Context: an optimization exercise on an open-source flow, tuned for small area. The choices shown serve that exercise and are no tape-out recipe.
Only simulation tests tie the RTL to the original design; equivalence was not proved.

==> design/flow/design.v <==
module InputIEEE_8_23_to_8_23(clk, rst, X, R);
   input             clk;
   input             rst;
   input [31:0]      X;
   output [8+23+2:0] R;
   wire [7:0]        expX;
   wire [22:0]       fracX;
   wire              sX;
   wire              expZero;
   wire              expInfty;
   wire              fracZero;
   wire              reprSubNormal;
   wire [22:0]       sfracX;
   wire [22:0]       fracR;
   wire [7:0]        expR;
   wire              infinity;
   wire              zero;
   wire              NaN;
   wire [1:0]        exnR;
	assign expX = X[30:23];
   assign fracX = X[22:0];
   assign sX = X[31];
   assign expZero = (expX == 8'b00000000) ? 1'b1 : 
                    1'b0;
   assign expInfty = (expX == 8'b11111111) ? 1'b1 : 
                     1'b0;
   assign fracZero = (fracX == 23'b00000000000000000000000) ? 1'b1 : 
                     1'b0;
   assign reprSubNormal = fracX[22];
   assign sfracX = ((expZero == 1'b1 & reprSubNormal == 1'b1)) ? {fracX[21:0], 1'b0} : 
                   fracX;
   assign fracR = sfracX;
   assign expR = expX;
   assign infinity = expInfty & fracZero;
   assign zero = expZero & (~reprSubNormal);
   assign NaN = expInfty & (~fracZero);
   assign exnR = (zero == 1'b1) ? 2'b00 : 
                 (infinity == 1'b1) ? 2'b10 : 
                 (NaN == 1'b1) ? 2'b11 : 
                 2'b01;		 
   assign R = {exnR, sX, expR, fracR};
endmodule
module OutputIEEE_8_23_to_8_23(clk, rst, X, R);
   input            clk;
   input            rst;
   input [8+23+2:0] X;
   output [31:0]    R;
   wire [7:0]       expX;
   wire [22:0]      fracX;
   wire [1:0]       exnX;
   wire             sX;
   wire             expZero;
   wire [22:0]      sfracX;
   wire [22:0]      fracR;
   wire [7:0]       expR;
   assign expX = X[30:23];
   assign fracX = X[22:0];
   assign exnX = X[33:32];
   assign sX = ((exnX == 2'b01 | exnX == 2'b10 | exnX == 2'b00)) ? X[31] : 
               1'b0;
   assign expZero = (expX == 8'b00000000) ? 1'b1 : 
                    1'b0;
   assign sfracX = ((exnX == 2'b00)) ? 23'b00000000000000000000000 : 
                   ((expZero == 1'b1 & exnX == 2'b01)) ? {1'b1, fracX[22:1]} : 
                   ((exnX == 2'b01)) ? fracX : 
                   {22'b0000000000000000000000, exnX[0]};
   assign fracR = sfracX;
   assign expR = ((exnX == 2'b00)) ? 8'b00000000 : 
                 ((exnX == 2'b01)) ? expX : 
                 8'b11111111;
   assign R = {sX, expR, fracR};
endmodule
module IntAdder_42_f300_uid15(clk, rst, X, Y, Cin, R);
   input         clk;
   input         rst;
   input [41:0]  X;
   input [41:0]  Y;
   input         Cin;
   output [41:0] R;
	assign R = X + Y + Cin;
endmodule
module IntMultiplier_UsingDSP_24_24_48_unsigned_uid4(clk, rst, X, Y, R);
   input         clk;
   input         rst;
   input [23:0]  X;
   input [23:0]  Y;
   output [47:0] R;
   wire [23:0]   XX_m5;
   wire [23:0]   YY_m5;
   wire [40:0]   DSP_bh6_ch0_0;
   wire          heap_bh6_w47_0;
   reg           heap_bh6_w47_0_d1;
   wire          heap_bh6_w46_0;
   reg           heap_bh6_w46_0_d1;
   wire          heap_bh6_w45_0;
   reg           heap_bh6_w45_0_d1;
   wire          heap_bh6_w44_0;
   reg           heap_bh6_w44_0_d1;
   wire          heap_bh6_w43_0;
   reg           heap_bh6_w43_0_d1;
   wire          heap_bh6_w42_0;
   reg           heap_bh6_w42_0_d1;
   wire          heap_bh6_w41_0;
   reg           heap_bh6_w41_0_d1;
   wire          heap_bh6_w40_0;
   reg           heap_bh6_w40_0_d1;
   wire          heap_bh6_w39_0;
   reg           heap_bh6_w39_0_d1;
   wire          heap_bh6_w38_0;
   reg           heap_bh6_w38_0_d1;
   wire          heap_bh6_w37_0;
   reg           heap_bh6_w37_0_d1;
   wire          heap_bh6_w36_0;
   reg           heap_bh6_w36_0_d1;
   wire          heap_bh6_w35_0;
   reg           heap_bh6_w35_0_d1;
   wire          heap_bh6_w34_0;
   reg           heap_bh6_w34_0_d1;
   wire          heap_bh6_w33_0;
   reg           heap_bh6_w33_0_d1;
   wire          heap_bh6_w32_0;
   reg           heap_bh6_w32_0_d1;
   wire          heap_bh6_w31_0;
   reg           heap_bh6_w31_0_d1;
   wire          heap_bh6_w30_0;
   reg           heap_bh6_w30_0_d1;
   wire          heap_bh6_w29_0;
   reg           heap_bh6_w29_0_d1;
   wire          heap_bh6_w28_0;
   reg           heap_bh6_w28_0_d1;
   wire          heap_bh6_w27_0;
   reg           heap_bh6_w27_0_d1;
   wire          heap_bh6_w26_0;
   reg           heap_bh6_w26_0_d1;
   wire          heap_bh6_w25_0;
   reg           heap_bh6_w25_0_d1;
   wire          heap_bh6_w24_0;
   reg           heap_bh6_w24_0_d1;
   wire          heap_bh6_w23_0;
   reg           heap_bh6_w23_0_d1;
   wire          heap_bh6_w22_0;
   reg           heap_bh6_w22_0_d1;
   wire          heap_bh6_w21_0;
   reg           heap_bh6_w21_0_d1;
   wire          heap_bh6_w20_0;
   reg           heap_bh6_w20_0_d1;
   wire          heap_bh6_w19_0;
   reg           heap_bh6_w19_0_d1;
   wire          heap_bh6_w18_0;
   reg           heap_bh6_w18_0_d1;
   wire          heap_bh6_w17_0;
   reg           heap_bh6_w17_0_d1;
   wire          heap_bh6_w16_0;
   reg           heap_bh6_w16_0_d1;
   wire          heap_bh6_w15_0;
   reg           heap_bh6_w15_0_d1;
   wire          heap_bh6_w14_0;
   reg           heap_bh6_w14_0_d1;
   wire          heap_bh6_w13_0;
   reg           heap_bh6_w13_0_d1;
   wire          heap_bh6_w12_0;
   reg           heap_bh6_w12_0_d1;
   wire          heap_bh6_w11_0;
   reg           heap_bh6_w11_0_d1;
   wire          heap_bh6_w10_0;
   reg           heap_bh6_w10_0_d1;
   wire          heap_bh6_w9_0;
   reg           heap_bh6_w9_0_d1;
   wire          heap_bh6_w8_0;
   reg           heap_bh6_w8_0_d1;
   wire          heap_bh6_w7_0;
   reg           heap_bh6_w7_0_d1;
   wire [40:0]   DSP_bh6_ch1_0;
   wire          heap_bh6_w30_1;
   reg           heap_bh6_w30_1_d1;
   wire          heap_bh6_w29_1;
   reg           heap_bh6_w29_1_d1;
   wire          heap_bh6_w28_1;
   reg           heap_bh6_w28_1_d1;
   wire          heap_bh6_w27_1;
   reg           heap_bh6_w27_1_d1;
   wire          heap_bh6_w26_1;
   reg           heap_bh6_w26_1_d1;
   wire          heap_bh6_w25_1;
   reg           heap_bh6_w25_1_d1;
   wire          heap_bh6_w24_1;
   reg           heap_bh6_w24_1_d1;
   wire          heap_bh6_w23_1;
   reg           heap_bh6_w23_1_d1;
   wire          heap_bh6_w22_1;
   reg           heap_bh6_w22_1_d1;
   wire          heap_bh6_w21_1;
   reg           heap_bh6_w21_1_d1;
   wire          heap_bh6_w20_1;
   reg           heap_bh6_w20_1_d1;
   wire          heap_bh6_w19_1;
   reg           heap_bh6_w19_1_d1;
   wire          heap_bh6_w18_1;
   reg           heap_bh6_w18_1_d1;
   wire          heap_bh6_w17_1;
   reg           heap_bh6_w17_1_d1;
   wire          heap_bh6_w16_1;
   reg           heap_bh6_w16_1_d1;
   wire          heap_bh6_w15_1;
   reg           heap_bh6_w15_1_d1;
   wire          heap_bh6_w14_1;
   reg           heap_bh6_w14_1_d1;
   wire          heap_bh6_w13_1;
   reg           heap_bh6_w13_1_d1;
   wire          heap_bh6_w12_1;
   reg           heap_bh6_w12_1_d1;
   wire          heap_bh6_w11_1;
   reg           heap_bh6_w11_1_d1;
   wire          heap_bh6_w10_1;
   reg           heap_bh6_w10_1_d1;
   wire          heap_bh6_w9_1;
   reg           heap_bh6_w9_1_d1;
   wire          heap_bh6_w8_1;
   reg           heap_bh6_w8_1_d1;
   wire          heap_bh6_w7_1;
   reg           heap_bh6_w7_1_d1;
   wire          heap_bh6_w6_0;
   wire          heap_bh6_w5_0;
   wire          heap_bh6_w4_0;
   wire          heap_bh6_w3_0;
   wire          heap_bh6_w2_0;
   wire          heap_bh6_w1_0;
   wire          heap_bh6_w0_0;
   wire [41:0]   finalAdderIn0_bh6;
   wire [41:0]   finalAdderIn1_bh6;
   wire          finalAdderCin_bh6;
   wire [41:0]   finalAdderOut_bh6;
   wire [6:0]    tempR_bh6_0;
   reg [6:0]     tempR_bh6_0_d1;
   wire [48:0]   CompressionResult6;
   always @(posedge clk)
      begin
         heap_bh6_w47_0_d1 <= heap_bh6_w47_0;
         heap_bh6_w46_0_d1 <= heap_bh6_w46_0;
         heap_bh6_w45_0_d1 <= heap_bh6_w45_0;
         heap_bh6_w44_0_d1 <= heap_bh6_w44_0;
         heap_bh6_w43_0_d1 <= heap_bh6_w43_0;
         heap_bh6_w42_0_d1 <= heap_bh6_w42_0;
         heap_bh6_w41_0_d1 <= heap_bh6_w41_0;
         heap_bh6_w40_0_d1 <= heap_bh6_w40_0;
         heap_bh6_w39_0_d1 <= heap_bh6_w39_0;
         heap_bh6_w38_0_d1 <= heap_bh6_w38_0;
         heap_bh6_w37_0_d1 <= heap_bh6_w37_0;
         heap_bh6_w36_0_d1 <= heap_bh6_w36_0;
         heap_bh6_w35_0_d1 <= heap_bh6_w35_0;
         heap_bh6_w34_0_d1 <= heap_bh6_w34_0;
         heap_bh6_w33_0_d1 <= heap_bh6_w33_0;
         heap_bh6_w32_0_d1 <= heap_bh6_w32_0;
         heap_bh6_w31_0_d1 <= heap_bh6_w31_0;
         heap_bh6_w30_0_d1 <= heap_bh6_w30_0;
         heap_bh6_w29_0_d1 <= heap_bh6_w29_0;
         heap_bh6_w28_0_d1 <= heap_bh6_w28_0;
         heap_bh6_w27_0_d1 <= heap_bh6_w27_0;
         heap_bh6_w26_0_d1 <= heap_bh6_w26_0;
         heap_bh6_w25_0_d1 <= heap_bh6_w25_0;
         heap_bh6_w24_0_d1 <= heap_bh6_w24_0;
         heap_bh6_w23_0_d1 <= heap_bh6_w23_0;
         heap_bh6_w22_0_d1 <= heap_bh6_w22_0;
         heap_bh6_w21_0_d1 <= heap_bh6_w21_0;
         heap_bh6_w20_0_d1 <= heap_bh6_w20_0;
         heap_bh6_w19_0_d1 <= heap_bh6_w19_0;
         heap_bh6_w18_0_d1 <= heap_bh6_w18_0;
         heap_bh6_w17_0_d1 <= heap_bh6_w17_0;
         heap_bh6_w16_0_d1 <= heap_bh6_w16_0;
         heap_bh6_w15_0_d1 <= heap_bh6_w15_0;
         heap_bh6_w14_0_d1 <= heap_bh6_w14_0;
         heap_bh6_w13_0_d1 <= heap_bh6_w13_0;
         heap_bh6_w12_0_d1 <= heap_bh6_w12_0;
         heap_bh6_w11_0_d1 <= heap_bh6_w11_0;
         heap_bh6_w10_0_d1 <= heap_bh6_w10_0;
         heap_bh6_w9_0_d1 <= heap_bh6_w9_0;
         heap_bh6_w8_0_d1 <= heap_bh6_w8_0;
         heap_bh6_w7_0_d1 <= heap_bh6_w7_0;
         heap_bh6_w30_1_d1 <= heap_bh6_w30_1;
         heap_bh6_w29_1_d1 <= heap_bh6_w29_1;
         heap_bh6_w28_1_d1 <= heap_bh6_w28_1;
         heap_bh6_w27_1_d1 <= heap_bh6_w27_1;
         heap_bh6_w26_1_d1 <= heap_bh6_w26_1;
         heap_bh6_w25_1_d1 <= heap_bh6_w25_1;
         heap_bh6_w24_1_d1 <= heap_bh6_w24_1;
         heap_bh6_w23_1_d1 <= heap_bh6_w23_1;
         heap_bh6_w22_1_d1 <= heap_bh6_w22_1;
         heap_bh6_w21_1_d1 <= heap_bh6_w21_1;
         heap_bh6_w20_1_d1 <= heap_bh6_w20_1;
         heap_bh6_w19_1_d1 <= heap_bh6_w19_1;
         heap_bh6_w18_1_d1 <= heap_bh6_w18_1;
         heap_bh6_w17_1_d1 <= heap_bh6_w17_1;
         heap_bh6_w16_1_d1 <= heap_bh6_w16_1;
         heap_bh6_w15_1_d1 <= heap_bh6_w15_1;
         heap_bh6_w14_1_d1 <= heap_bh6_w14_1;
         heap_bh6_w13_1_d1 <= heap_bh6_w13_1;
         heap_bh6_w12_1_d1 <= heap_bh6_w12_1;
         heap_bh6_w11_1_d1 <= heap_bh6_w11_1;
         heap_bh6_w10_1_d1 <= heap_bh6_w10_1;
         heap_bh6_w9_1_d1 <= heap_bh6_w9_1;
         heap_bh6_w8_1_d1 <= heap_bh6_w8_1;
         heap_bh6_w7_1_d1 <= heap_bh6_w7_1;
         tempR_bh6_0_d1 <= tempR_bh6_0;
      end
   assign XX_m5 = X;
   assign YY_m5 = Y;
   assign DSP_bh6_ch0_0 = (XX_m5[23:0]) * (YY_m5[23:7]);
   assign heap_bh6_w47_0 = DSP_bh6_ch0_0[40];
   assign heap_bh6_w46_0 = DSP_bh6_ch0_0[39];
   assign heap_bh6_w45_0 = DSP_bh6_ch0_0[38];
   assign heap_bh6_w44_0 = DSP_bh6_ch0_0[37];
   assign heap_bh6_w43_0 = DSP_bh6_ch0_0[36];
   assign heap_bh6_w42_0 = DSP_bh6_ch0_0[35];
   assign heap_bh6_w41_0 = DSP_bh6_ch0_0[34];
   assign heap_bh6_w40_0 = DSP_bh6_ch0_0[33];
   assign heap_bh6_w39_0 = DSP_bh6_ch0_0[32];
   assign heap_bh6_w38_0 = DSP_bh6_ch0_0[31];
   assign heap_bh6_w37_0 = DSP_bh6_ch0_0[30];
   assign heap_bh6_w36_0 = DSP_bh6_ch0_0[29];
   assign heap_bh6_w35_0 = DSP_bh6_ch0_0[28];
   assign heap_bh6_w34_0 = DSP_bh6_ch0_0[27];
   assign heap_bh6_w33_0 = DSP_bh6_ch0_0[26];
   assign heap_bh6_w32_0 = DSP_bh6_ch0_0[25];
   assign heap_bh6_w31_0 = DSP_bh6_ch0_0[24];
   assign heap_bh6_w30_0 = DSP_bh6_ch0_0[23];
   assign heap_bh6_w29_0 = DSP_bh6_ch0_0[22];
   assign heap_bh6_w28_0 = DSP_bh6_ch0_0[21];
   assign heap_bh6_w27_0 = DSP_bh6_ch0_0[20];
   assign heap_bh6_w26_0 = DSP_bh6_ch0_0[19];
   assign heap_bh6_w25_0 = DSP_bh6_ch0_0[18];
   assign heap_bh6_w24_0 = DSP_bh6_ch0_0[17];
   assign heap_bh6_w23_0 = DSP_bh6_ch0_0[16];
   assign heap_bh6_w22_0 = DSP_bh6_ch0_0[15];
   assign heap_bh6_w21_0 = DSP_bh6_ch0_0[14];
   assign heap_bh6_w20_0 = DSP_bh6_ch0_0[13];
   assign heap_bh6_w19_0 = DSP_bh6_ch0_0[12];
   assign heap_bh6_w18_0 = DSP_bh6_ch0_0[11];
   assign heap_bh6_w17_0 = DSP_bh6_ch0_0[10];
   assign heap_bh6_w16_0 = DSP_bh6_ch0_0[9];
   assign heap_bh6_w15_0 = DSP_bh6_ch0_0[8];
   assign heap_bh6_w14_0 = DSP_bh6_ch0_0[7];
   assign heap_bh6_w13_0 = DSP_bh6_ch0_0[6];
   assign heap_bh6_w12_0 = DSP_bh6_ch0_0[5];
   assign heap_bh6_w11_0 = DSP_bh6_ch0_0[4];
   assign heap_bh6_w10_0 = DSP_bh6_ch0_0[3];
   assign heap_bh6_w9_0 = DSP_bh6_ch0_0[2];
   assign heap_bh6_w8_0 = DSP_bh6_ch0_0[1];
   assign heap_bh6_w7_0 = DSP_bh6_ch0_0[0];
   assign DSP_bh6_ch1_0 = (XX_m5[23:0]) * ({YY_m5[6:0], 10'b0000000000});
   assign heap_bh6_w30_1 = DSP_bh6_ch1_0[40];
   assign heap_bh6_w29_1 = DSP_bh6_ch1_0[39];
   assign heap_bh6_w28_1 = DSP_bh6_ch1_0[38];
   assign heap_bh6_w27_1 = DSP_bh6_ch1_0[37];
   assign heap_bh6_w26_1 = DSP_bh6_ch1_0[36];
   assign heap_bh6_w25_1 = DSP_bh6_ch1_0[35];
   assign heap_bh6_w24_1 = DSP_bh6_ch1_0[34];
   assign heap_bh6_w23_1 = DSP_bh6_ch1_0[33];
   assign heap_bh6_w22_1 = DSP_bh6_ch1_0[32];
   assign heap_bh6_w21_1 = DSP_bh6_ch1_0[31];
   assign heap_bh6_w20_1 = DSP_bh6_ch1_0[30];
   assign heap_bh6_w19_1 = DSP_bh6_ch1_0[29];
   assign heap_bh6_w18_1 = DSP_bh6_ch1_0[28];
   assign heap_bh6_w17_1 = DSP_bh6_ch1_0[27];
   assign heap_bh6_w16_1 = DSP_bh6_ch1_0[26];
   assign heap_bh6_w15_1 = DSP_bh6_ch1_0[25];
   assign heap_bh6_w14_1 = DSP_bh6_ch1_0[24];
   assign heap_bh6_w13_1 = DSP_bh6_ch1_0[23];
   assign heap_bh6_w12_1 = DSP_bh6_ch1_0[22];
   assign heap_bh6_w11_1 = DSP_bh6_ch1_0[21];
   assign heap_bh6_w10_1 = DSP_bh6_ch1_0[20];
   assign heap_bh6_w9_1 = DSP_bh6_ch1_0[19];
   assign heap_bh6_w8_1 = DSP_bh6_ch1_0[18];
   assign heap_bh6_w7_1 = DSP_bh6_ch1_0[17];
   assign heap_bh6_w6_0 = DSP_bh6_ch1_0[16];
   assign heap_bh6_w5_0 = DSP_bh6_ch1_0[15];
   assign heap_bh6_w4_0 = DSP_bh6_ch1_0[14];
   assign heap_bh6_w3_0 = DSP_bh6_ch1_0[13];
   assign heap_bh6_w2_0 = DSP_bh6_ch1_0[12];
   assign heap_bh6_w1_0 = DSP_bh6_ch1_0[11];
   assign heap_bh6_w0_0 = DSP_bh6_ch1_0[10];
   assign finalAdderIn0_bh6 = {1'b0, heap_bh6_w47_0_d1, heap_bh6_w46_0_d1, heap_bh6_w45_0_d1, heap_bh6_w44_0_d1, heap_bh6_w43_0_d1, heap_bh6_w42_0_d1, heap_bh6_w41_0_d1, heap_bh6_w40_0_d1, heap_bh6_w39_0_d1, heap_bh6_w38_0_d1, heap_bh6_w37_0_d1, heap_bh6_w36_0_d1, heap_bh6_w35_0_d1, heap_bh6_w34_0_d1, heap_bh6_w33_0_d1, heap_bh6_w32_0_d1, heap_bh6_w31_0_d1, heap_bh6_w30_1_d1, heap_bh6_w29_1_d1, heap_bh6_w28_1_d1, heap_bh6_w27_1_d1, heap_bh6_w26_1_d1, heap_bh6_w25_1_d1, heap_bh6_w24_1_d1, heap_bh6_w23_1_d1, heap_bh6_w22_1_d1, heap_bh6_w21_1_d1, heap_bh6_w20_1_d1, heap_bh6_w19_1_d1, heap_bh6_w18_1_d1, heap_bh6_w17_1_d1, heap_bh6_w16_1_d1, heap_bh6_w15_1_d1, heap_bh6_w14_1_d1, heap_bh6_w13_1_d1, heap_bh6_w12_1_d1, heap_bh6_w11_1_d1, heap_bh6_w10_1_d1, heap_bh6_w9_1_d1, heap_bh6_w8_1_d1, heap_bh6_w7_1_d1};
   assign finalAdderIn1_bh6 = {1'b0, 1'b0, 1'b0, 1'b0, 1'b0, 1'b0, 1'b0, 1'b0, 1'b0, 1'b0, 1'b0, 1'b0, 1'b0, 1'b0, 1'b0, 1'b0, 1'b0, 1'b0, heap_bh6_w30_0_d1, heap_bh6_w29_0_d1, heap_bh6_w28_0_d1, heap_bh6_w27_0_d1, heap_bh6_w26_0_d1, heap_bh6_w25_0_d1, heap_bh6_w24_0_d1, heap_bh6_w23_0_d1, heap_bh6_w22_0_d1, heap_bh6_w21_0_d1, heap_bh6_w20_0_d1, heap_bh6_w19_0_d1, heap_bh6_w18_0_d1, heap_bh6_w17_0_d1, heap_bh6_w16_0_d1, heap_bh6_w15_0_d1, heap_bh6_w14_0_d1, heap_bh6_w13_0_d1, heap_bh6_w12_0_d1, heap_bh6_w11_0_d1, heap_bh6_w10_0_d1, heap_bh6_w9_0_d1, heap_bh6_w8_0_d1, heap_bh6_w7_0_d1};
   assign finalAdderCin_bh6 = 1'b0;
   IntAdder_42_f300_uid15 Adder_final6_0(.clk(clk), .rst(rst), .Cin(finalAdderCin_bh6), .R(finalAdderOut_bh6), .X(finalAdderIn0_bh6), .Y(finalAdderIn1_bh6));
   assign tempR_bh6_0 = {heap_bh6_w6_0, heap_bh6_w5_0, heap_bh6_w4_0, heap_bh6_w3_0, heap_bh6_w2_0, heap_bh6_w1_0, heap_bh6_w0_0};
   assign CompressionResult6 = {finalAdderOut_bh6, tempR_bh6_0_d1};
   assign R = CompressionResult6[47:0];
endmodule
module IntAdder_33_f300_uid23(clk, rst, X, Y, Cin, R);
   input         clk;
   input         rst;
   input [32:0]  X;
   input [32:0]  Y;
   input         Cin;
   output [32:0] R;
   reg [32:0]    X_d1;
   reg [32:0]    Y_d1;
   reg           Cin_d1;
   always @(posedge clk)
      begin
         X_d1 <= X;
         Y_d1 <= Y;
         Cin_d1 <= Cin;
      end
   assign R = X_d1 + Y_d1 + Cin_d1;
endmodule
module FPMultiplier_8_23_8_23_8_23_uid2(clk, rst, X, Y, R);
   input             clk;
   input             rst;
   input [8+23+2:0]  X;
   input [8+23+2:0]  Y;
   output [8+23+2:0] R;
   wire              sign;
   reg               sign_d1;
   reg               sign_d2;
   wire [7:0]        expX;
   wire [7:0]        expY;
   wire [9:0]        expSumPreSub;
   wire [9:0]        bias;
   wire [9:0]        expSum;
   reg [9:0]         expSum_d1;
   wire [23:0]       sigX;
   wire [23:0]       sigY;
   wire [47:0]       sigProd;
   wire [3:0]        excSel;
   wire [1:0]        exc;
   reg [1:0]         exc_d1;
   reg [1:0]         exc_d2;
   wire              norm;
   wire [9:0]        expPostNorm;
   wire [47:0]       sigProdExt;
   wire [32:0]       expSig;
   wire              sticky;
   wire              guard;
   wire              round;
   wire [32:0]       expSigPostRound;
   wire [1:0]        excPostNorm;
   wire [1:0]        finalExc;
   always @(posedge clk)
      begin
         sign_d1 <= sign;
         sign_d2 <= sign_d1;
         expSum_d1 <= expSum;
         exc_d1 <= exc;
         exc_d2 <= exc_d1;
      end
   assign sign = X[31] ^ Y[31];
   assign expX = X[30:23];
   assign expY = Y[30:23];
   assign expSumPreSub = ({2'b00, expX}) + ({2'b00, expY});
   assign bias = 10'd127;
   assign expSum = expSumPreSub - bias;
   assign sigX = {1'b1, X[22:0]};
   assign sigY = {1'b1, Y[22:0]};
   IntMultiplier_UsingDSP_24_24_48_unsigned_uid4 SignificandMultiplication(.clk(clk), .rst(rst), .R(sigProd), .X(sigX), .Y(sigY));
   assign excSel = {X[33:32], Y[33:32]};
   assign exc = (excSel == 4'b0000 || excSel == 4'b0001 || excSel == 4'b0100) ? 2'b00 : 
                (excSel == 4'b0101) ? 2'b01 : 
                (excSel == 4'b0110 || excSel == 4'b1001 || excSel == 4'b1010) ? 2'b10 : 
                2'b11;
   assign norm = sigProd[47];
   assign expPostNorm = expSum_d1 + ({9'b000000000, norm});
   assign sigProdExt = (norm == 1'b1) ? {sigProd[46:0], 1'b0} : 
                       {sigProd[45:0], 2'b00};
   assign expSig = {expPostNorm, sigProdExt[47:25]};
   assign sticky = sigProdExt[24];
   assign guard = (sigProdExt[23:0] == 24'b000000000000000000000000) ? 1'b0 : 
                  1'b1;
   assign round = sticky & ((guard & (~(sigProdExt[25]))) | (sigProdExt[25]));
   IntAdder_33_f300_uid23 RoundingAdder(.clk(clk), .rst(rst), .Cin(round), .R(expSigPostRound), .X(expSig), .Y(33'b000000000000000000000000000000000));
   assign excPostNorm = (expSigPostRound[32:31] == 2'b00) ? 2'b01 : 
                        (expSigPostRound[32:31] == 2'b01) ? 2'b10 : 
                        (expSigPostRound[32:31] == 2'b11 || expSigPostRound[32:31] == 2'b10) ? 2'b00 : 
                        2'b11;
   assign finalExc = (exc_d2 == 2'b11 || exc_d2 == 2'b10 || exc_d2 == 2'b00) ? exc_d2 : 
                     excPostNorm;
   assign R = {finalExc, sign_d2, expSigPostRound[30:0]};
endmodule
module FPAddSub_8_23_uid2_RightShifter(clk, rst, X, S, R);
   input         clk;
   input         rst;
   input [23:0]  X;
   input [4:0]   S;
   output [49:0] R;
   wire [23:0]   level0;
   wire [4:0]    ps;
   wire [24:0]   level1;
   wire [26:0]   level2;
   wire [30:0]   level3;
   wire [38:0]   level4;
   wire [54:0]   level5;
	assign level0 = X;
   assign ps = S;
   assign level1 = (ps[0] == 1'b1) ? {1'b0, level0} : 
                   {level0, 1'b0};
   assign level2 = (ps[1] == 1'b1) ? {2'b00, level1} : 
                   {level1, 2'b00};
   assign level3 = (ps[2] == 1'b1) ? {4'b0000, level2} : 
                   {level2, 4'b0000};
   assign level4 = (ps[3] == 1'b1) ? {8'b00000000, level3} : 
                   {level3, 8'b00000000};
   assign level5 = (ps[4] == 1'b1) ? {16'b0000000000000000, level4} : 
                   {level4, 16'b0000000000000000};
   assign R = level5[54:5];
endmodule
module IntAdder_27_f180_uid7(clk, rst, X, Y, Cin, R);
   input         clk;
   input         rst;
   input [26:0]  X;
   input [26:0]  Y;
   input         Cin;
   output [26:0] R;
   assign R = X + Y + Cin;
endmodule
module LZCShifter_28_to_28_counting_32_uid15(clk, rst, I, Count, O);
   input         clk;
   input         rst;
   input [27:0]  I;
   output [4:0]  Count;
   output [27:0] O;
   wire [27:0]   level5;
   wire          count4;
   reg           count4_d1;
   wire [27:0]   level4;
   wire          count3;
   reg           count3_d1;
   wire [27:0]   level3;
   wire          count2;
   reg           count2_d1;
   wire [27:0]   level2;
   reg [27:0]    level2_d1;
   wire          count1;
   wire [27:0]   level1;
   wire          count0;
   wire [27:0]   level0;
   wire [4:0]    sCount;
   always @(posedge clk)
      begin
         count4_d1 <= count4;
         count3_d1 <= count3;
         count2_d1 <= count2;
         level2_d1 <= level2;
      end
   assign level5 = I;
   assign count4 = (level5[27:12] == 16'b0000000000000000) ? 1'b1 : 
                   1'b0;
   assign level4 = (count4 == 1'b0) ? level5[27:0] : 
                   {level5[11:0], 16'b0000000000000000};
   assign count3 = (level4[27:20] == 8'b00000000) ? 1'b1 : 
                   1'b0;
   assign level3 = (count3 == 1'b0) ? level4[27:0] : 
                   {level4[19:0], 8'b00000000};
   assign count2 = (level3[27:24] == 4'b0000) ? 1'b1 : 
                   1'b0;
   assign level2 = (count2 == 1'b0) ? level3[27:0] : 
                   {level3[23:0], 4'b0000};
   assign count1 = (level2_d1[27:26] == 2'b00) ? 1'b1 : 
                   1'b0;
   assign level1 = (count1 == 1'b0) ? level2_d1[27:0] : 
                   {level2_d1[25:0], 2'b00};
   assign count0 = (level1[27] == 1'b0) ? 1'b1 : 
                   1'b0;
   assign level0 = (count0 == 1'b0) ? level1[27:0] : 
                   {level1[26:0], 1'b0};
   assign O = level0;
   assign sCount = {count4_d1, count3_d1, count2_d1, count1, count0};
   assign Count = sCount;
endmodule
module IntAdder_34_f180_uid18(clk, rst, X, Y, Cin, R);
   input         clk;
   input         rst;
   input [33:0]  X;
   input [33:0]  Y;
   input         Cin;
   output [33:0] R;
	assign R = X + Y + Cin;
endmodule
module FPAddSub_8_23_uid2(clk, rst, X, Y, Radd, Rsub);
   input             clk;
   input             rst;
   input [8+23+2:0]  X;
   input [8+23+2:0]  Y;
   output [8+23+2:0] Radd;
   output [8+23+2:0] Rsub;
   wire [32:0]       excExpFracX;
   wire [32:0]       excExpFracY;
   wire [8:0]        eXmeY;
   wire [8:0]        eYmeX;
   wire              swap;
   wire [33:0]       newX;
   reg [33:0]        newX_d1;
   wire [33:0]       newY;
   wire [7:0]        expX;
   reg [7:0]         expX_d1;
   wire [1:0]        excX;
   wire [1:0]        excY;
   wire              signX;
   wire              signY;
   wire              diffSigns;
   reg               diffSigns_d1;
   reg               diffSigns_d2;
   reg               diffSigns_d3;
   reg               diffSigns_d4;
   wire [5:0]        sXsYExnXY;
   wire [23:0]       fracY;
   wire [1:0]        excRtRAdd;
   reg [1:0]         excRtRAdd_d1;
   reg [1:0]         excRtRAdd_d2;
   reg [1:0]         excRtRAdd_d3;
   reg [1:0]         excRtRAdd_d4;
   wire [1:0]        excRtRSub;
   reg [1:0]         excRtRSub_d1;
   reg [1:0]         excRtRSub_d2;
   reg [1:0]         excRtRSub_d3;
   reg [1:0]         excRtRSub_d4;
   wire              signRAdd;
   reg               signRAdd_d1;
   reg               signRAdd_d2;
   reg               signRAdd_d3;
   reg               signRAdd_d4;
   wire              signRSub;
   reg               signRSub_d1;
   reg               signRSub_d2;
   reg               signRSub_d3;
   reg               signRSub_d4;
   wire [8:0]        expDiff;
   wire              shiftedOut;
   wire [4:0]        shiftVal;
   wire [49:0]       shiftedFracY;
   reg [49:0]        shiftedFracY_d1;
   wire              sticky;
   reg               sticky_d1;
   wire [26:0]       shiftedFracYext;
   wire [26:0]       fracYAdd;
   wire [26:0]       fracYSub;
   wire [26:0]       fracX;
   wire              cInFracAdderSub;
   wire [26:0]       fracAdderResultAdd;
   wire [26:0]       fracAdderResultSub;
   reg [26:0]        fracAdderResultSub_d1;
   wire [9:0]        extendedExp;
   wire [9:0]        extendedExpInc;
   reg [9:0]         extendedExpInc_d1;
   reg [9:0]         extendedExpInc_d2;
   wire [27:0]       fracGRSSub;
   wire [4:0]        nZerosNew;
   wire [27:0]       shiftedFracSub;
   wire [9:0]        updatedExpSub;
   wire              eqdiffsign;
   reg               eqdiffsign_d1;
   wire [33:0]       expFracSub;
   wire              stkSub;
   wire              rndSub;
   wire              grdSub;
   wire              lsbSub;
   wire              addToRoundBitSub;
   wire [33:0]       RoundedExpFracSub;
   reg [33:0]        RoundedExpFracSub_d1;
   wire [1:0]        upExcSub;
   wire [22:0]       fracRSub;
   wire [7:0]        expRSub;
   wire [1:0]        excRtEffSub;
   wire [3:0]        exExpExcSub;
   wire [1:0]        excRt2Sub;
   wire [1:0]        excRSub;
   wire [30:0]       computedRSub;
   wire [27:0]       fracGRSAdd;
   wire [23:0]       updatedFracAdd;
   wire [9:0]        updatedExpAdd;
   wire [33:0]       expFracAdd;
   wire              stkAdd;
   wire              rndAdd;
   wire              grdAdd;
   wire              lsbAdd;
   wire              addToRoundBitAdd;
   wire [33:0]       RoundedExpFracAdd;
   reg [33:0]        RoundedExpFracAdd_d1;
   wire [1:0]        upExcAdd;
   wire [22:0]       fracRAdd;
   wire [7:0]        expRAdd;
   wire [1:0]        excRtEffAdd;
   wire [3:0]        exExpExcAdd;
   wire [1:0]        excRt2Add;
   wire [1:0]        excRAdd;
   reg [1:0]         excRAdd_d1;
   reg [1:0]         excRAdd_d2;
   wire [30:0]       computedRAdd;
   reg [30:0]        computedRAdd_d1;
   reg [30:0]        computedRAdd_d2;
   always @(posedge clk)
      begin
         newX_d1 <= newX;
         expX_d1 <= expX;
         diffSigns_d1 <= diffSigns;
         diffSigns_d2 <= diffSigns_d1;
         diffSigns_d3 <= diffSigns_d2;
         diffSigns_d4 <= diffSigns_d3;
         excRtRAdd_d1 <= excRtRAdd;
         excRtRAdd_d2 <= excRtRAdd_d1;
         excRtRAdd_d3 <= excRtRAdd_d2;
         excRtRAdd_d4 <= excRtRAdd_d3;
         excRtRSub_d1 <= excRtRSub;
         excRtRSub_d2 <= excRtRSub_d1;
         excRtRSub_d3 <= excRtRSub_d2;
         excRtRSub_d4 <= excRtRSub_d3;
         signRAdd_d1 <= signRAdd;
         signRAdd_d2 <= signRAdd_d1;
         signRAdd_d3 <= signRAdd_d2;
         signRAdd_d4 <= signRAdd_d3;
         signRSub_d1 <= signRSub;
         signRSub_d2 <= signRSub_d1;
         signRSub_d3 <= signRSub_d2;
         signRSub_d4 <= signRSub_d3;
         shiftedFracY_d1 <= shiftedFracY;
         sticky_d1 <= sticky;
         fracAdderResultSub_d1 <= fracAdderResultSub;
         extendedExpInc_d1 <= extendedExpInc;
         extendedExpInc_d2 <= extendedExpInc_d1;
         eqdiffsign_d1 <= eqdiffsign;
         RoundedExpFracSub_d1 <= RoundedExpFracSub;
         RoundedExpFracAdd_d1 <= RoundedExpFracAdd;
         excRAdd_d1 <= excRAdd;
         excRAdd_d2 <= excRAdd_d1;
         computedRAdd_d1 <= computedRAdd;
         computedRAdd_d2 <= computedRAdd_d1;
      end
   assign excExpFracX = {X[33:32], X[30:0]};
   assign excExpFracY = {Y[33:32], Y[30:0]};
   assign eXmeY = ({1'b0, X[30:23]}) - ({1'b0, Y[30:23]});
   assign eYmeX = ({1'b0, Y[30:23]}) - ({1'b0, X[30:23]});
   assign swap = (excExpFracX >= excExpFracY) ? 1'b0 : 
                 1'b1;
   assign newX = (swap == 1'b0) ? X : 
                 Y;
   assign newY = (swap == 1'b0) ? Y : 
                 X;
   assign expX = newX[30:23];
   assign excX = newX[33:32];
   assign excY = newY[33:32];
   assign signX = newX[31];
   assign signY = newY[31];
   assign diffSigns = signX ^ signY;
   assign sXsYExnXY = {signX, signY, excX, excY};
   assign fracY = (excY == 2'b00) ? 24'b000000000000000000000000 : 
                  ({1'b1, newY[22:0]});
   assign excRtRAdd = (sXsYExnXY == 6'b000000 || sXsYExnXY == 6'b010000 || sXsYExnXY == 6'b100000 || sXsYExnXY == 6'b110000) ? 2'b00 : 
                      (sXsYExnXY == 6'b000101 || sXsYExnXY == 6'b010101 || sXsYExnXY == 6'b100101 || sXsYExnXY == 6'b110101 || sXsYExnXY == 6'b000100 || sXsYExnXY == 6'b010100 || sXsYExnXY == 6'b100100 || sXsYExnXY == 6'b110100 || sXsYExnXY == 6'b000001 || sXsYExnXY == 6'b010001 || sXsYExnXY == 6'b100001 || sXsYExnXY == 6'b110001) ? 2'b01 : 
                      (sXsYExnXY == 6'b111010 || sXsYExnXY == 6'b001010 || sXsYExnXY == 6'b001000 || sXsYExnXY == 6'b011000 || sXsYExnXY == 6'b101000 || sXsYExnXY == 6'b111000 || sXsYExnXY == 6'b000010 || sXsYExnXY == 6'b010010 || sXsYExnXY == 6'b100010 || sXsYExnXY == 6'b110010 || sXsYExnXY == 6'b001001 || sXsYExnXY == 6'b011001 || sXsYExnXY == 6'b101001 || sXsYExnXY == 6'b111001 || sXsYExnXY == 6'b000110 || sXsYExnXY == 6'b010110 || sXsYExnXY == 6'b100110 || sXsYExnXY == 6'b110110) ? 2'b10 : 
                      2'b11;
   assign excRtRSub = (sXsYExnXY == 6'b000000 || sXsYExnXY == 6'b010000 || sXsYExnXY == 6'b100000 || sXsYExnXY == 6'b110000) ? 2'b00 : 
                      (sXsYExnXY == 6'b000101 || sXsYExnXY == 6'b010101 || sXsYExnXY == 6'b100101 || sXsYExnXY == 6'b110101 || sXsYExnXY == 6'b000100 || sXsYExnXY == 6'b010100 || sXsYExnXY == 6'b100100 || sXsYExnXY == 6'b110100 || sXsYExnXY == 6'b000001 || sXsYExnXY == 6'b010001 || sXsYExnXY == 6'b100001 || sXsYExnXY == 6'b110001) ? 2'b01 : 
                      (sXsYExnXY == 6'b001000 || sXsYExnXY == 6'b011000 || sXsYExnXY == 6'b101000 || sXsYExnXY == 6'b111000 || sXsYExnXY == 6'b000010 || sXsYExnXY == 6'b010010 || sXsYExnXY == 6'b100010 || sXsYExnXY == 6'b110010 || sXsYExnXY == 6'b001001 || sXsYExnXY == 6'b011001 || sXsYExnXY == 6'b101001 || sXsYExnXY == 6'b111001 || sXsYExnXY == 6'b000110 || sXsYExnXY == 6'b010110 || sXsYExnXY == 6'b100110 || sXsYExnXY == 6'b110110 || sXsYExnXY == 6'b101010 || sXsYExnXY == 6'b011010) ? 2'b10 : 
                      2'b11;
   assign signRAdd = ((sXsYExnXY == 6'b100000 | sXsYExnXY == 6'b010000)) ? 1'b0 : 
                     signX;
   assign signRSub = ((sXsYExnXY == 6'b000000 | sXsYExnXY == 6'b110000)) ? 1'b0 : 
                     (signX & ((~swap))) | (((~signX)) & swap);
   assign expDiff = ((swap == 1'b0)) ? eXmeY : 
                    eYmeX;
   assign shiftedOut = ((expDiff >= 25)) ? 1'b1 : 
                       1'b0;
   assign shiftVal = (shiftedOut == 1'b0) ? expDiff[4:0] : 
                     5'b11010;
   FPAddSub_8_23_uid2_RightShifter RightShifterComponent(.clk(clk), .rst(rst), .R(shiftedFracY), .S(shiftVal), .X(fracY));
   assign sticky = ((shiftedFracY_d1[23:0] == 24'b000000000000000000000000)) ? 1'b0 : 
                   1'b1;
   assign shiftedFracYext = {1'b0, shiftedFracY_d1[49:24]};
   assign fracYAdd = shiftedFracYext;
   assign fracYSub = shiftedFracYext ^ 27'b111111111111111111111111111;
   assign fracX = {2'b01, (newX_d1[22:0]), 2'b00};
   assign cInFracAdderSub = (~sticky);
   IntAdder_27_f180_uid7 fracAdderAdd(.clk(clk), .rst(rst), .Cin(1'b0), .R(fracAdderResultAdd), .X(fracX), .Y(fracYAdd));
   IntAdder_27_f180_uid7 fracAdderSub(.clk(clk), .rst(rst), .Cin(cInFracAdderSub), .R(fracAdderResultSub), .X(fracX), .Y(fracYSub));
   assign extendedExp = {2'b00, expX_d1};
   assign extendedExpInc = ({2'b00, expX_d1}) + 1'b1;
   assign fracGRSSub = {fracAdderResultSub_d1, sticky_d1};
   LZCShifter_28_to_28_counting_32_uid15 LZC_component(.clk(clk), .rst(rst), .Count(nZerosNew), .I(fracGRSSub), .O(shiftedFracSub));
   assign updatedExpSub = extendedExpInc_d2 - ({5'b00000, nZerosNew});
   assign eqdiffsign = (nZerosNew == 5'b11111) ? 1'b1 : 
                       1'b0;
   assign expFracSub = {updatedExpSub, shiftedFracSub[26:3]};
   assign stkSub = shiftedFracSub[1] | shiftedFracSub[0];
   assign rndSub = shiftedFracSub[2];
   assign grdSub = shiftedFracSub[3];
   assign lsbSub = shiftedFracSub[4];
   assign addToRoundBitSub = ((lsbSub == 1'b0 & grdSub == 1'b1 & rndSub == 1'b0 & stkSub == 1'b0)) ? 1'b0 : 
                             1'b1;
   IntAdder_34_f180_uid18 roundingAdderSub(.clk(clk), .rst(rst), .Cin(addToRoundBitSub), .R(RoundedExpFracSub), .X(expFracSub), .Y(34'b0000000000000000000000000000000000));
   assign upExcSub = RoundedExpFracSub_d1[33:32];
   assign fracRSub = RoundedExpFracSub_d1[23:1];
   assign expRSub = RoundedExpFracSub_d1[31:24];
   assign excRtEffSub = ((diffSigns_d4 == 1'b1)) ? excRtRAdd_d4 : 
                        excRtRSub_d4;
   assign exExpExcSub = {upExcSub, excRtEffSub};
   assign excRt2Sub = ((exExpExcSub) == 4'b0000 || (exExpExcSub) == 4'b0100 || (exExpExcSub) == 4'b1000 || (exExpExcSub) == 4'b1100 || (exExpExcSub) == 4'b1001 || (exExpExcSub) == 4'b1101) ? 2'b00 : 
                      ((exExpExcSub) == 4'b0001) ? 2'b01 : 
                      ((exExpExcSub) == 4'b0010 || (exExpExcSub) == 4'b0110 || (exExpExcSub) == 4'b0101) ? 2'b10 : 
                      2'b11;
   assign excRSub = ((eqdiffsign_d1 == 1'b1)) ? 2'b00 : 
                    excRt2Sub;
   assign computedRSub = {expRSub, fracRSub};
   assign Rsub = ((diffSigns_d4 == 1'b0)) ? {excRSub, signRSub_d4, computedRSub} : 
                 {excRAdd_d2, signRSub_d4, computedRAdd_d2};
   assign fracGRSAdd = {fracAdderResultAdd, sticky};
   assign updatedFracAdd = ((fracAdderResultAdd[26] == 1'b1)) ? fracGRSAdd[26:3] : 
                           fracGRSAdd[25:2];
   assign updatedExpAdd = ((fracAdderResultAdd[26] == 1'b1)) ? extendedExpInc : 
                          extendedExp;
   assign expFracAdd = {updatedExpAdd, updatedFracAdd};
   assign stkAdd = fracGRSAdd[1] | fracGRSAdd[0];
   assign rndAdd = fracGRSAdd[2];
   assign grdAdd = fracGRSAdd[3];
   assign lsbAdd = fracGRSAdd[4];
   assign addToRoundBitAdd = (grdAdd & rndAdd) | (grdAdd & ((~rndAdd)) & lsbAdd) | (((~grdAdd)) & rndAdd & stkAdd) | (grdAdd & ((~rndAdd)) & stkAdd);
   IntAdder_34_f180_uid18 roundingAdderAdd(.clk(clk), .rst(rst), .Cin(addToRoundBitAdd), .R(RoundedExpFracAdd), .X(expFracAdd), .Y(34'b0000000000000000000000000000000000));
   assign upExcAdd = RoundedExpFracAdd_d1[33:32];
   assign fracRAdd = RoundedExpFracAdd_d1[23:1];
   assign expRAdd = RoundedExpFracAdd_d1[31:24];
   assign excRtEffAdd = ((diffSigns_d2 == 1'b0)) ? excRtRAdd_d2 : 
                        excRtRSub_d2;
   assign exExpExcAdd = {upExcAdd, excRtEffAdd};
   assign excRt2Add = ((exExpExcAdd) == 4'b0000 || (exExpExcAdd) == 4'b0100 || (exExpExcAdd) == 4'b1000 || (exExpExcAdd) == 4'b1100 || (exExpExcAdd) == 4'b1001) ? 2'b00 : 
                      ((exExpExcAdd) == 4'b0001) ? 2'b01 : 
                      ((exExpExcAdd) == 4'b0010 || (exExpExcAdd) == 4'b0110 || (exExpExcAdd) == 4'b0101) ? 2'b10 : 
                      2'b11;
   assign excRAdd = excRt2Add;
   assign computedRAdd = {expRAdd, fracRAdd};
   assign Radd = ((diffSigns_d4 == 1'b0)) ? {excRAdd_d2, signRAdd_d4, computedRAdd_d2} : 
                 {excRSub, signRAdd_d4, computedRSub};
endmodule
`timescale 1 ns / 1 ps
module multiply (A, B, clk, ce, result);
input wire [31:0] A,B;
input clk,ce;
output wire [31:0] result;
wire[33:0] modified_A , modified_B,modified_result ,out;
InputIEEE_8_23_to_8_23 A1 (.clk(clk),.rst(1'b0),.X(A), .R( modified_A));
InputIEEE_8_23_to_8_23 A2 (.clk(clk),.rst(1'b0),.X(B), .R( modified_B));
FPMultiplier_8_23_8_23_8_23_uid2 m(.clk(clk),.rst(~ce),.X(modified_A),.Y(modified_B),.R(out)); 
OutputIEEE_8_23_to_8_23 Out1 (.clk(clk), .rst(1'b0),.X(out),.R(result));
endmodule
`timescale 1 ns / 1 ps
module adder_subtractor (A, B,result,op,clk,ce);
input wire [31:0] A,B;
input clk ,op,ce;
output wire [31:0] result;
wire[33:0] Radd,Rsub;
wire[33:0] modified_A , modified_B,modified_result ;
InputIEEE_8_23_to_8_23 A1 (.clk(clk),.rst(1'b0),.X(A), .R( modified_A));
InputIEEE_8_23_to_8_23 A2 (.clk(clk),.rst(1'b0),.X(B), .R( modified_B));
FPAddSub_8_23_uid2 adder(clk,~ce,modified_A ,modified_B, Radd, Rsub); 
assign modified_result= op? Rsub:Radd;
OutputIEEE_8_23_to_8_23 A3 (.clk(clk),.rst(1'b0),.X(modified_result), .R( result));
endmodule
module fp_dot4 (
    input  wire         clk,
    input  wire         rst,
    input  wire         in_valid,
    input  wire [127:0] a,
    input  wire [127:0] b,
    output wire         out_valid,
    output wire [31:0]  result
);
    localparam LATENCY = 10;  
    wire [127:0] products;
    wire [31:0]  zero_one_sum;
    wire [31:0]  two_three_sum;
    genvar i;
    generate
        for (i = 0; i < 4; i = i + 1) begin : mul
            multiply m (a[32*i+31:32*i], b[32*i+31:32*i], clk, 1'b1, products[32*i+31:32*i]);
        end
    endgenerate
    adder_subtractor zero_one_adder   (products[31:0],  products[63:32],  zero_one_sum,  1'b0, clk, 1'b1);
    adder_subtractor two_three_adder  (products[95:64], products[127:96], two_three_sum, 1'b0, clk, 1'b1);
    adder_subtractor zero_to_three_adder (zero_one_sum, two_three_sum, result, 1'b0, clk, 1'b1);
    reg [LATENCY-1:0] valid_pipe;
    always @(posedge clk) begin
        if (rst)
            valid_pipe <= {LATENCY{1'b0}};
        else
            valid_pipe <= {valid_pipe[LATENCY-2:0], in_valid};
    end
    assign out_valid = valid_pipe[LATENCY-1];
endmodule
==> design/flow/run.sh <==
#!/bin/bash
# synth_recipe.tcl (not shown) runs the flow's synth.tcl, then flattens the netlist and writes it again
# the make line also repeats each setting of config.mk as NAME=value (left out here)
make -C /OpenROAD-flow-scripts/flow DESIGN_CONFIG=/design/flow/config.mk WORK_HOME=/design/flow/orfs CLKGATE_MAP_FILE= SYNTH_SCRIPT=/design/flow/synth_recipe.tcl finish
==> design/flow/config.mk <==
export PLATFORM = sky130hd
export DESIGN_NAME = fp_dot4
export DESIGN_NICKNAME = fp_dot4
export VERILOG_FILES = /design/flow/design.v
export SDC_FILE = /design/flow/constraint.sdc
export NUM_CORES = 4
export LEC_CHECK = 0
export CAP_MARGIN = 20
export CORE_MARGIN = 2
export CORE_UTILIZATION = 40
export SLEW_MARGIN = 20
==> design/flow/constraint.sdc <==
create_clock -name core_clock -period 11.0 [get_ports {clk}]
set_input_delay 2.2000 -clock core_clock [delete_from_list [all_inputs] [get_ports {clk}]]
set_output_delay 2.2000 -clock core_clock [all_outputs]
set_load 0.01 [all_outputs]
==> notes.md <==
[state kept, by name, indices dropped and copies added (netlist names), 31 cells and up]
name / cells
two_three_adder.adder.computedRAdd_d1: 31
zero_to_three_adder.adder.computedRAdd_d1: 31
zero_one_adder.adder.computedRAdd_d2: 31
two_three_adder.adder.RoundedExpFracSub_d1: 33
zero_to_three_adder.adder.shiftedFracY_d1: 50
two_three_adder.adder.computedRAdd_d2: 31
mul.m.m.RoundingAdder.X_d1: 132
zero_to_three_adder.adder.RoundedExpFracSub_d1: 33
zero_one_adder.adder.RoundedExpFracSub_d1: 33
zero_one_adder.adder.computedRAdd_d1: 31
zero_to_three_adder.adder.RoundedExpFracAdd_d1: 33
zero_one_adder.adder.RoundedExpFracAdd_d1: 33
two_three_adder.adder.RoundedExpFracAdd_d1: 33
zero_one_adder.adder.shiftedFracY_d1: 50
zero_to_three_adder.adder.computedRAdd_d2: 31
two_three_adder.adder.shiftedFracY_d1: 50
mul.m.m.expSum_d1: 40
[area by class of cell]
cell class / instances / area, µm² / share of cell area (%)
clock buffers: 214 / 4646 / 2.865
well taps: 4816 / 6026 / 3.716
multi-input cells: 12800 / 106900 / 65.91
inverters: 2326 / 8731 / 5.385
flip-flops and latches: 1425 / 28530 / 17.60
repair buffers: 711 / 6158 / 3.798
diodes: 4 / 10.01 / 0.006173
clock inverters: 83 / 1167 / 0.7200
[cell usage in the layout, fill, tap and decap left out, types with 167 or more instances in the layout]
cell type,synthesis,layout
clkbuf_16,0,167
ha_1,1122,1122
clkdlybuf4s50_1,0,291
inv_1,2288,2288
fa_1,1772,1772
xnor2_1,560,557
mux2_2,214,214
and2_1,179,179
dfxtp_1,1425,1423
nand2_1,2427,2423
a21oi_1,784,782
nor3_1,262,262
mux2i_1,348,338
nor2_1,1483,1477
xor2_1,278,277
nand3_1,335,335
o21ai_0,645,641
buf_4,1,412
nor4_1,190,184
[worst min-delay path by stage]
stage                                                         startpoint  slack (ns)                                             end
final                      zero_to_three_adder.adder.computedRAdd_d1[25]        0.26   zero_to_three_adder.adder.computedRAdd_d2[25]
after detailed placement  two_three_adder.adder.RoundedExpFracAdd_d1[31]        0.31       two_three_adder.adder.computedRAdd_d1[30]
after CTS                  zero_to_three_adder.adder.computedRAdd_d1[25]        0.27   zero_to_three_adder.adder.computedRAdd_d2[25]
after global routing      zero_to_three_adder.adder.extendedExpInc_d1[2]        0.28  zero_to_three_adder.adder.extendedExpInc_d2[2]
after floorplan                                     mul[0].m.m.exc_d1[0]        0.31                            mul[0].m.m.exc_d2[0]
after global placement      zero_to_three_adder.adder.computedRAdd_d1[0]        0.31    zero_to_three_adder.adder.computedRAdd_d2[0]
[Yosys cell counts (all sizes together), types with 110 or more instances]
master | count | area, µm²
inv | 2294 | 8611
nand3 | 336 | 1687
o21a | 125 | 938.4
a21o | 164 | 1231
nor2 | 1485 | 5584
nor2b | 164 | 1026
mux2 | 215 | 2421
a21oi | 785 | 3933
nand2 | 2427 | 9110
and3 | 146 | 913.4
ha | 1122 | 14040
nor3 | 262 | 1311
and2 | 185 | 1157
clkbuf | 609 | 2286
xnor2 | 560 | 4905
xor2 | 278 | 2435
mux2i | 348 | 3483
nand2b | 115 | 719.4
nand4 | 129 | 828.3
fa | 1772 | 35470
dfxtp | 1425 | 28530
o21ai | 656 | 3287
nor4 | 196 | 1290
a211oi | 110 | 825.8
[logic make-up (layout without fill, tap and decap cells)]
family / after synthesis / in the layout / synth area share [%]
other cells: 1 / 7 / 0.002558
flops: 1425 / 1425 / 19.46
xor+xnor: 838 / 838 / 5.006
compound gates: 2670 / 2670 / 11.57
fa+ha+maj: 2895 / 2895 / 33.78
mux: 592 / 592 / 4.473
buf+inv: 3028 / 3334 / 7.777
simple gates: 5805 / 5805 / 17.94
[per-layer routing]
metal / track usage [%] / wire (µm) / vias to the layer above
met3: 2.342 / 22100 / 671
met2: 37.71 / 197400 / 3326
met1: 29.51 / 183600 / 57770
li1: - / - / 56920
met4: 7.928 / 16180 / 6
met5: 0 / 31 / -
[stage by stage]
stage	TNS, ns	instances	worst slack, ns	hold slack, ns
2_1_floorplan	0	17260	0.7817	0.3096
3_3_place_gp	-1.418	22080	-0.4815	0.3104
3_5_place_dp	-0.01670	22080	-0.01670	0.3121
4_1_cts	0	22380	0.8605	0.2684
5_1_grt	0	22380	0.3661	0.2769
6_report	0	22380	0.9869	0.2616
==> impl_metrics.env <==
export IMPL_syn_area_per_cell_um2=8.497
export IMPL_die_y_um=609.4
export IMPL_first_iter_violations=8540
export IMPL_cp_startpoint="b[59]"
export IMPL_cp_slowest_cell="a211oi_1"
export IMPL_hold_class="reg2reg"
export IMPL_boundaryPins=292
export IMPL_critPathBufInv=7
export IMPL_r2r_slack_ns=1.18
export IMPL_grt_pass1_vias=118600
export IMPL_drt_wl_total_um=419300
export IMPL_fin_crit_ns=10.01
export IMPL_r2r_start="mul[2].m.m.RoundingAdder.X_d1[14]"
export IMPL_finalCritPeriodShare_pct=91.03
export IMPL_tritoncts="done"
export IMPL_grt_pass1_wl_um=664200
export IMPL_maxCapViolations=0
export IMPL_antenna_found_initial=11
export IMPL_crit_family="adder cells"
export IMPL_cts_htree_levels=4
export IMPL_finalSetupViolations=0
export IMPL_critical_path_arrival_ns=10.72
export IMPL_place_congestion=0.9474
export IMPL_status="no timing/DRC/antenna violations"
export IMPL_fin_util_pct=44.39
export IMPL_ys_types=107
export IMPL_ant_nets=0
export IMPL_rr_worst_depth=27
export IMPL_fin_area_um2=162100
export IMPL_clockRootBuffer="clkbuf_16"
export IMPL_drtPass1Iterations=6
export IMPL_hold_depth=0
export IMPL_grt_usage_pct=22.30
export IMPL_post_cts_repair_setup_buffers=0
export IMPL_synth_seq_cells=1425
export IMPL_worst_pin_slew_ns=1.037
export IMPL_synthCells=17250
export IMPL_synthArstFlopShare_pct=0
export IMPL_cts_sinks=1425
export IMPL_path_clk_slew_ns=0.06
export IMPL_hold_viol=0
export IMPL_postCtsResizedCells=0
export IMPL_end_kind="flop"
export IMPL_max_stage_delay_ns=0.56
export IMPL_cts_buffers=166
export IMPL_synth_edf_count=0
export IMPL_core_um2=365300
export IMPL_ctsHoldBuffers=0
export IMPL_rows=222
export IMPL_rsz0062_at_grt="no"
export IMPL_worstPathMaxFanout=24
export IMPL_setup_worst_path_class="in2reg"
export IMPL_dieArea_um2=371400
export IMPL_numPortBuffers=291
export IMPL_r2r_end="two_three_adder.adder.shiftedFracY_d1[20]"
export IMPL_die_w_um=609.4
export IMPL_cp_depth=32
export IMPL_drc_errors=0
export IMPL_drive_above_1_share_pct=6.463
export IMPL_worstSetupStartpointType="input port"
export IMPL_synth_ff_type="dfxtp_1"
export IMPL_max_freq_ghz=0.09987
export IMPL_fill_cells=35970
export IMPL_slew_headroom_pct=29.10
export IMPL_dpl_instance_area_um2=156300
export IMPL_ys_seq_area_share_pct=19.46
export IMPL_slew_violations=0
export IMPL_clk_latency_ns=0.89
export IMPL_ys_warn_count=6
export IMPL_vias_per_cell=5.303
export IMPL_fin_skew_ns=0.08587
export IMPL_dpl_hpwl_um=346800
export IMPL_wire_per_inst_um=18.73
export IMPL_vias=118700
export IMPL_layout_nets=20590
export IMPL_grt_max_degree=77
export IMPL_critPathRequiredTime_ns=11.71
export IMPL_cts_buffer_depth=4
export IMPL_synthToLayoutAreaGrowth_pct=10.59
export IMPL_initial_core_util_pct=40.14
export IMPL_grt_overflow_total=0
export IMPL_cp_common_cell="fa_1"
export IMPL_syn_area_um2=146600

==> afterwards: timing with drivers on the ports <==
Ports are ideal in the flow. The routed layout listed here was re-timed in OpenROAD. Step 1 assumes that a clkbuf_16 drives the clock port and a buf_2 every other input. Step 2 times the ports against the registers' clock, not the clock port: input delays grow and output delays shrink by t, the midpoint of the rising clock arrivals with the driver on. Slacks: ideal ports / drivers / drivers and shift; pairs: ideal ports / drivers.
t, ns: 0.954
setup WS [ns]: 0.987 / 1.074 / 0.120
worst setup path after step 2: input to register
cell pins on the clock port's net: 1
After both steps setup and hold are still met in this run. For this run, drivers alone change the setup slack by +0.087 ns; drivers and shift together by -0.867 ns.
